Context: an optimization exercise on an open-source flow, tuned for small area. The choices shown serve that exercise and are no tape-out recipe.
Where RTL was checked, it was by simulation tests only, not by an equivalence proof against the original.
No activity file was given, so power comes from the tool's default toggle rates.

==> v18: inputs <==
// daq_top
module daq_top (
    input logic clk,
    input logic rst,
    input logic [15:0] adc_ch0,
    input logic [15:0] adc_ch1,
    input logic adc_valid,
    input logic trigger_in,
    input logic [31:0] timestamp_counter,
    input logic [7:0] capture_len_cfg,
    input logic [15:0] error_flags,
    input logic usb_full,
    output logic [7:0] tx_data,
    output logic tx_valid,
    input  logic tx_ready,
    output logic tx_last,
    output logic capture_active,
    output logic [31:0]usb_data,
    output logic usb_wr_en
);
==> module axi_packetizer, before the edit <==
module axi_packetizer (
    input  logic        clk,
    input  logic        rst,
    input  logic [31:0] s_tdata,
    input  logic        s_tvalid,
    output logic        s_tready,
    output logic [31:0] m_tdata,
    output logic        m_tvalid,
    input  logic        m_tready,
    output logic        m_tlast,
    input  logic [31:0] timestamp_latched,
    input  logic [7:0]  capture_len_cfg,
    input  logic [15:0] error_flags
);
    localparam logic [31:0] HEADER = 32'h30415144;
    logic [7:0]  state;    
    logic [1:0]  byte_idx;
    logic [1:0]  out_idx;
    logic        word_active, word_active_d;
    logic [7:0]  remaining;
    logic [15:0] error_flags_reg;
    logic [31:0] payload_reg;
    wire st_idle    = state[0];
    wire st_header  = state[1];
    wire st_ts      = state[2];
    wire st_chnid   = state[3];
    wire st_count   = state[4];
    wire st_payload = state[5];
    wire st_info    = state[6];
    wire st_done    = state[7];
    assign s_tready = st_idle | (st_payload & ~word_active);
    assign m_tvalid = ~st_idle & (~st_payload | word_active_d);
    assign m_tlast  = st_done;
    wire notify_out = m_tvalid & m_tready;
    wire load_word  = st_payload & ~word_active & s_tvalid;
    wire advance = (st_idle & s_tvalid)
                 | (notify_out & (((st_header | st_ts) & byte_idx == 2'd3)
                                  | (st_payload & byte_idx == 2'd3 & remaining == 8'd0)
                                  | (st_info & byte_idx[0])
                                  | st_chnid | st_count | st_done));
    wire idx_inc = notify_out & (st_header | st_ts | st_info | (st_payload & word_active));
    always_ff @(posedge clk) begin
        if (rst) state <= 8'd1;
        else if (advance) state <= {state[6:0], state[7]};
        if (st_idle) byte_idx <= 2'd0;
        else if (idx_inc) byte_idx <= byte_idx + 2'd1;
        word_active   <= st_payload & (word_active ? ~(notify_out & byte_idx == 2'd3) : s_tvalid);
        word_active_d <= word_active;
        out_idx       <= byte_idx;
        if (st_idle) begin
            remaining       <= capture_len_cfg;
            error_flags_reg <= error_flags;
        end else if (load_word) begin
            remaining <= remaining - 8'd1;
        end
        if (st_idle) payload_reg <= timestamp_latched;
        else if (st_payload && !word_active) payload_reg <= s_tdata;
    end
    logic [31:0] field;
    logic [1:0]  shift;
    always_comb begin
        field = '0;
        if (st_header)  field = HEADER;
        if (st_ts)      field = payload_reg;
        if (st_count)   field = {24'd0, remaining};
        if (st_payload) field = payload_reg;
        if (st_info)    field = {16'd0, error_flags_reg};
        shift = st_payload ? out_idx : byte_idx;
        m_tdata = field >> (8 * shift);
    end
endmodule
==> module axi_fifo, before the edit <==
module axi_fifo (
    input  logic        clk,
    input  logic        rst,
    input  logic [31:0] s_tdata,
    input  logic        s_tvalid,
    output logic        s_tready,
    output logic [31:0] m_tdata,
    output logic        m_tvalid,
    input  logic        m_tready
);
    logic [31:0] mem [0:15];
    logic [16:0] fill;
    wire full = fill[16];
    wire push = s_tvalid & ~full;
    wire pop  = m_tvalid & m_tready;
    assign s_tready = ~full;
    always_ff @(posedge clk) begin
        if (push) begin
            mem[0] <= s_tdata;
            for (int i = 1; i < 16; i++) mem[i] <= mem[i-1];
        end
    end
    always_comb begin
        m_tdata = '0;
        for (int i = 0; i < 16; i++)
            m_tdata = m_tdata | ({32{fill[i+1]}} & mem[i]);
    end
    always_ff @(posedge clk) begin
        if (rst) begin
            fill     <= 17'd1;
            m_tvalid <= 1'b0;
        end else begin
            if (push && !pop) fill <= {fill[15:0], 1'b0};
            else if (pop && !push) fill <= {1'b0, fill[16:1]};
            m_tvalid <= !fill[0] && !(fill[1] && pop && !push);
        end
    end
endmodule
==> flow/config.mk <==
export PLATFORM = sky130hd
export DESIGN_NAME = daq_top
export DESIGN_NICKNAME = daq_top
export VERILOG_FILES = /design/flow/design.v
export SDC_FILE = /design/flow/constraint.sdc
export NUM_CORES = 4
export LEC_CHECK = 0
export CAP_MARGIN = 20
export CORE_MARGIN = 2
export CORE_UTILIZATION = 40
export CTS_BUF_LIST = sky130_fd_sc_hd__clkbuf_8
export CTS_CLUSTER_DIAMETER = 60
export CTS_CLUSTER_SIZE = 16
export SLEW_MARGIN = 20
==> flow/constraint.sdc <==
create_clock -name core_clock -period 5.0 [get_ports {clk}]
set_input_delay 1.0000 -clock core_clock [delete_from_list [all_inputs] [get_ports {clk}]]
set_output_delay 1.0000 -clock core_clock [all_outputs]
set_load 0.01 [all_outputs]
standard.sh (not shown) runs the stock make flow with config.mk's settings and CLKGATE_MAP_FILE= SYNTH_SCRIPT=/design/flow/synth_recipe.tcl, a recipe that flattens the netlist after the stock synthesis.
==> flow/flow/run.sh <==
#!/bin/bash
# Standard layout (the standard.sh: standard synthesis and ORFS flow) with two
# changes passed as make variables:
#  - port buffers are sky130_fd_sc_hd__buf_1 instead of the default choice;
#  - CTS without dummy loads, with clkbuf_8 and the clustering of config.mk.
# Each tool's full output goes to the ORFS logs under orfs/logs; make's own
# output goes to flow_make.log here.
set -euo pipefail
bash standard.sh \
  "BUFFER_PORTS_ARGS=-buffer_cell sky130_fd_sc_hd__buf_1" \
  "CTS_ARGS=-sink_clustering_enable -repair_clock_nets -dont_use_dummy_load -buf_list sky130_fd_sc_hd__clkbuf_8 -sink_clustering_size 16 -sink_clustering_max_diameter 60" \
  finish > flow_make.log 2>&1
==> v17: changes against v18 <==
--- a/flow/design.v
+++ b/flow/design.v
@@ -130,4 +130,12 @@
 );
+    localparam logic [2:0] ST_IDLE        = 3'd0,
+                           ST_HEADER      = 3'd1,
+                           ST_TIMESTAMP   = 3'd2,
+                           ST_CHNID       = 3'd3,
+                           ST_SAMPLECOUNT = 3'd4,
+                           ST_PAYLOAD     = 3'd5,
+                           ST_INFO        = 3'd6,
+                           ST_DONE        = 3'd7;
     localparam logic [31:0] HEADER = 32'h30415144;
-    logic [7:0]  state;    
+    logic [2:0]  state;
     logic [1:0]  byte_idx;
@@ -138,24 +146,28 @@
     logic [31:0] payload_reg;
-    wire st_idle    = state[0];
-    wire st_header  = state[1];
-    wire st_ts      = state[2];
-    wire st_chnid   = state[3];
-    wire st_count   = state[4];
-    wire st_payload = state[5];
-    wire st_info    = state[6];
-    wire st_done    = state[7];
+    wire st_idle    = (state == ST_IDLE);
+    wire st_header  = (state == ST_HEADER);
+    wire st_ts      = (state == ST_TIMESTAMP);
+    wire st_count   = (state == ST_SAMPLECOUNT);
+    wire st_payload = (state == ST_PAYLOAD);
+    wire st_info    = (state == ST_INFO);
     assign s_tready = st_idle | (st_payload & ~word_active);
     assign m_tvalid = ~st_idle & (~st_payload | word_active_d);
-    assign m_tlast  = st_done;
+    assign m_tlast  = (state == ST_DONE);
     wire notify_out = m_tvalid & m_tready;
     wire load_word  = st_payload & ~word_active & s_tvalid;
-    wire advance = (st_idle & s_tvalid)
-                 | (notify_out & (((st_header | st_ts) & byte_idx == 2'd3)
-                                  | (st_payload & byte_idx == 2'd3 & remaining == 8'd0)
-                                  | (st_info & byte_idx[0])
-                                  | st_chnid | st_count | st_done));
+    logic advance;
+    always_comb begin
+        case (state)
+            ST_IDLE:      advance = s_tvalid;
+            ST_HEADER,
+            ST_TIMESTAMP: advance = notify_out & (byte_idx == 2'd3);
+            ST_PAYLOAD:   advance = notify_out & (byte_idx == 2'd3) & (remaining == 8'd0);
+            ST_INFO:      advance = notify_out & byte_idx[0];
+            default:      advance = notify_out;
+        endcase
+    end
     wire idx_inc = notify_out & (st_header | st_ts | st_info | (st_payload & word_active));
     always_ff @(posedge clk) begin
-        if (rst) state <= 8'd1;
-        else if (advance) state <= {state[6:0], state[7]};
+        if (rst) state <= ST_IDLE;
+        else if (advance) state <= state + 3'd1;
         if (st_idle) byte_idx <= 2'd0;
@@ -174,13 +186,24 @@
     end
-    logic [31:0] field;
-    logic [1:0]  shift;
+    logic [1:0] shift;
+    logic [3:0] sel_hdr, sel_pl;
+    logic [1:0] sel_ef;
     always_comb begin
-        field = '0;
-        if (st_header)  field = HEADER;
-        if (st_ts)      field = payload_reg;
-        if (st_count)   field = {24'd0, remaining};
-        if (st_payload) field = payload_reg;
-        if (st_info)    field = {16'd0, error_flags_reg};
         shift = st_payload ? out_idx : byte_idx;
-        m_tdata = field >> (8 * shift);
+        for (int d = 0; d < 4; d++) begin
+            sel_hdr[d] = st_header & (shift == d[1:0]);
+            sel_pl[d]  = (st_ts | st_payload) & (shift == d[1:0]);
+        end
+        for (int d = 0; d < 2; d++)
+            sel_ef[d] = st_info & (shift == d[1:0]);
+        m_tdata = '0;
+        for (int lane = 0; lane < 4; lane++)
+            for (int d = 0; d < 4 - lane; d++) begin
+                m_tdata[8*lane +: 8] = m_tdata[8*lane +: 8]
+                    | ({8{sel_hdr[d]}} & HEADER[8*(lane+d) +: 8])
+                    | ({8{sel_pl[d]}}  & payload_reg[8*(lane+d) +: 8]);
+                if (lane + d < 2 && d < 2)
+                    m_tdata[8*lane +: 8] = m_tdata[8*lane +: 8]
+                        | ({8{sel_ef[d]}} & error_flags_reg[8*(lane+d) +: 8]);
+            end
+        m_tdata[7:0] = m_tdata[7:0] | ({8{st_count}} & remaining);
     end
==> v8: changes against v18 <==
--- a/flow/design.v
+++ b/flow/design.v
@@ -89,12 +89,13 @@
     logic [31:0] mem [0:15];
-    logic [16:0] fill;
-    wire full = fill[16];
-    wire push = s_tvalid & ~full;
-    wire pop  = m_tvalid & m_tready;
+    logic [3:0] wr_ptr, rd_ptr;
+    logic [4:0] count;
+    logic [15:0] rd_sel;
+    wire full  = count[4];
+    wire empty = (count == 5'd0);
+    wire push  = s_tvalid & ~full;
+    wire pop   = m_tvalid & m_tready;
     assign s_tready = ~full;
     always_ff @(posedge clk) begin
-        if (push) begin
-            mem[0] <= s_tdata;
-            for (int i = 1; i < 16; i++) mem[i] <= mem[i-1];
-        end
+        for (int i = 0; i < 16; i++)
+            if (!full && wr_ptr == i[3:0]) mem[i] <= s_tdata;
     end
@@ -102,4 +103,6 @@
         m_tdata = '0;
-        for (int i = 0; i < 16; i++)
-            m_tdata = m_tdata | ({32{fill[i+1]}} & mem[i]);
+        for (int i = 0; i < 16; i++) begin
+            rd_sel[i] = (rd_ptr == i[3:0]);
+            m_tdata = m_tdata | ({32{rd_sel[i]}} & mem[i]);
+        end
     end
@@ -107,8 +110,12 @@
         if (rst) begin
-            fill     <= 17'd1;
+            wr_ptr   <= '0;
+            rd_ptr   <= '0;
+            count    <= '0;
             m_tvalid <= 1'b0;
         end else begin
-            if (push && !pop) fill <= {fill[15:0], 1'b0};
-            else if (pop && !push) fill <= {1'b0, fill[16:1]};
-            m_tvalid <= !fill[0] && !(fill[1] && pop && !push);
+            if (push) wr_ptr <= wr_ptr + 4'd1;
+            if (pop)  rd_ptr <= rd_ptr + 4'd1;
+            if (push && !pop) count <= count + 5'd1;
+            else if (pop && !push) count <= count - 5'd1;
+            m_tvalid <= !empty && !(count == 5'd1 && pop && !push);
         end
@@ -130,4 +137,12 @@
 );
+    localparam logic [2:0] ST_IDLE        = 3'd0,
+                           ST_HEADER      = 3'd1,
+                           ST_TIMESTAMP   = 3'd2,
+                           ST_CHNID       = 3'd3,
+                           ST_SAMPLECOUNT = 3'd4,
+                           ST_PAYLOAD     = 3'd5,
+                           ST_INFO        = 3'd6,
+                           ST_DONE        = 3'd7;
     localparam logic [31:0] HEADER = 32'h30415144;
-    logic [7:0]  state;    
+    logic [2:0]  state;
     logic [1:0]  byte_idx;
@@ -136,26 +151,31 @@
     logic [7:0]  remaining;
+    logic [31:0] timestamp_reg;
     logic [15:0] error_flags_reg;
     logic [31:0] payload_reg;
-    wire st_idle    = state[0];
-    wire st_header  = state[1];
-    wire st_ts      = state[2];
-    wire st_chnid   = state[3];
-    wire st_count   = state[4];
-    wire st_payload = state[5];
-    wire st_info    = state[6];
-    wire st_done    = state[7];
+    wire st_idle    = (state == ST_IDLE);
+    wire st_header  = (state == ST_HEADER);
+    wire st_ts      = (state == ST_TIMESTAMP);
+    wire st_count   = (state == ST_SAMPLECOUNT);
+    wire st_payload = (state == ST_PAYLOAD);
+    wire st_info    = (state == ST_INFO);
     assign s_tready = st_idle | (st_payload & ~word_active);
     assign m_tvalid = ~st_idle & (~st_payload | word_active_d);
-    assign m_tlast  = st_done;
+    assign m_tlast  = (state == ST_DONE);
     wire notify_out = m_tvalid & m_tready;
     wire load_word  = st_payload & ~word_active & s_tvalid;
-    wire advance = (st_idle & s_tvalid)
-                 | (notify_out & (((st_header | st_ts) & byte_idx == 2'd3)
-                                  | (st_payload & byte_idx == 2'd3 & remaining == 8'd0)
-                                  | (st_info & byte_idx[0])
-                                  | st_chnid | st_count | st_done));
+    logic advance;
+    always_comb begin
+        case (state)
+            ST_IDLE:      advance = s_tvalid;
+            ST_HEADER,
+            ST_TIMESTAMP: advance = notify_out & (byte_idx == 2'd3);
+            ST_PAYLOAD:   advance = notify_out & (byte_idx == 2'd3) & (remaining == 8'd0);
+            ST_INFO:      advance = notify_out & byte_idx[0];
+            default:      advance = notify_out;
+        endcase
+    end
     wire idx_inc = notify_out & (st_header | st_ts | st_info | (st_payload & word_active));
     always_ff @(posedge clk) begin
-        if (rst) state <= 8'd1;
-        else if (advance) state <= {state[6:0], state[7]};
+        if (rst) state <= ST_IDLE;
+        else if (advance) state <= state + 3'd1;
         if (st_idle) byte_idx <= 2'd0;
@@ -167,2 +187,3 @@
             remaining       <= capture_len_cfg;
+            timestamp_reg   <= timestamp_latched;
             error_flags_reg <= error_flags;
@@ -171,4 +192,3 @@
         end
-        if (st_idle) payload_reg <= timestamp_latched;
-        else if (st_payload && !word_active) payload_reg <= s_tdata;
+        if (!word_active) payload_reg <= s_tdata;
     end
@@ -179,3 +199,3 @@
         if (st_header)  field = HEADER;
-        if (st_ts)      field = payload_reg;
+        if (st_ts)      field = timestamp_reg;
         if (st_count)   field = {24'd0, remaining};
==> flow/run.sh (new file) <==
#!/bin/bash
# synth_recipe.tcl (not shown) runs the flow's synth.tcl, then flattens the netlist and writes it again
# the make line also repeats each setting of config.mk as NAME=value (left out here)
make -C /OpenROAD-flow-scripts/flow DESIGN_CONFIG=/design/flow/config.mk WORK_HOME=/design/flow/orfs CLKGATE_MAP_FILE= SYNTH_SCRIPT=/design/flow/synth_recipe.tcl finish
CTS_BUF_LIST = sky130_fd_sc_hd__clkbuf_16   (was sky130_fd_sc_hd__clkbuf_8)
CTS_CLUSTER_DIAMETER = 100   (was 60)
CTS_CLUSTER_SIZE = 24   (was 16)
removed: flow/flow/run.sh
removed: flow/standard.sh
==> summary of the runs <==
Of v17 and v8, v8 has the higher sequential power (gap 15%, measured against v8).
In v17 the global-route usage is lower than in v8, by 1.6 points.
Synthesized cell count, highest first: v8, v18, v17.
Clock-buffer cell count, lowest first: v8, v18, v17.
The lowest register-to-register slack belongs to v17, the highest to v18.
In v17 the clock skew is higher than in v18, by 23 ps.
In v8 the wire length is higher than in v18, by about 16%.
In v18 the design area is lower than in v8, by 9.4%.
Core utilization: v8 > v17 > v18.
Combinational power, lowest first: v18, v17, v8.
The RTL of v18 was laid out without a check of its function.

==> re-timing with driven ports <==
Ports are ideal in the flow. The routed layouts listed here were re-timed in OpenROAD. Step 1, drivers: a clkbuf_16 drives clk and a buf_2 each remaining input, both assumed. Step 2 times the ports against the registers' clock, not the clock port: input delays grow and output delays shrink by t, the midpoint of the rising clock arrivals with the driver on. Three values: ideal ports, drivers, drivers and shift; two values: the first two.
| run | shift t [ns] | setup slack, ns | worst register clock-pin slew, ns |
|---|---|---|---|
| v18 | 0.721 | 0.805 / 0.747 / 1.468 | 0.11 / 0.11 |
| v17 | 0.719 | 0.353 / 0.298 / 1.016 | 0.11 / 0.11 |
| v8 | 0.650 | 0.505 / 0.442 / 1.092 | 0.10 / 0.10 |
After both steps every run listed still meets setup and hold.
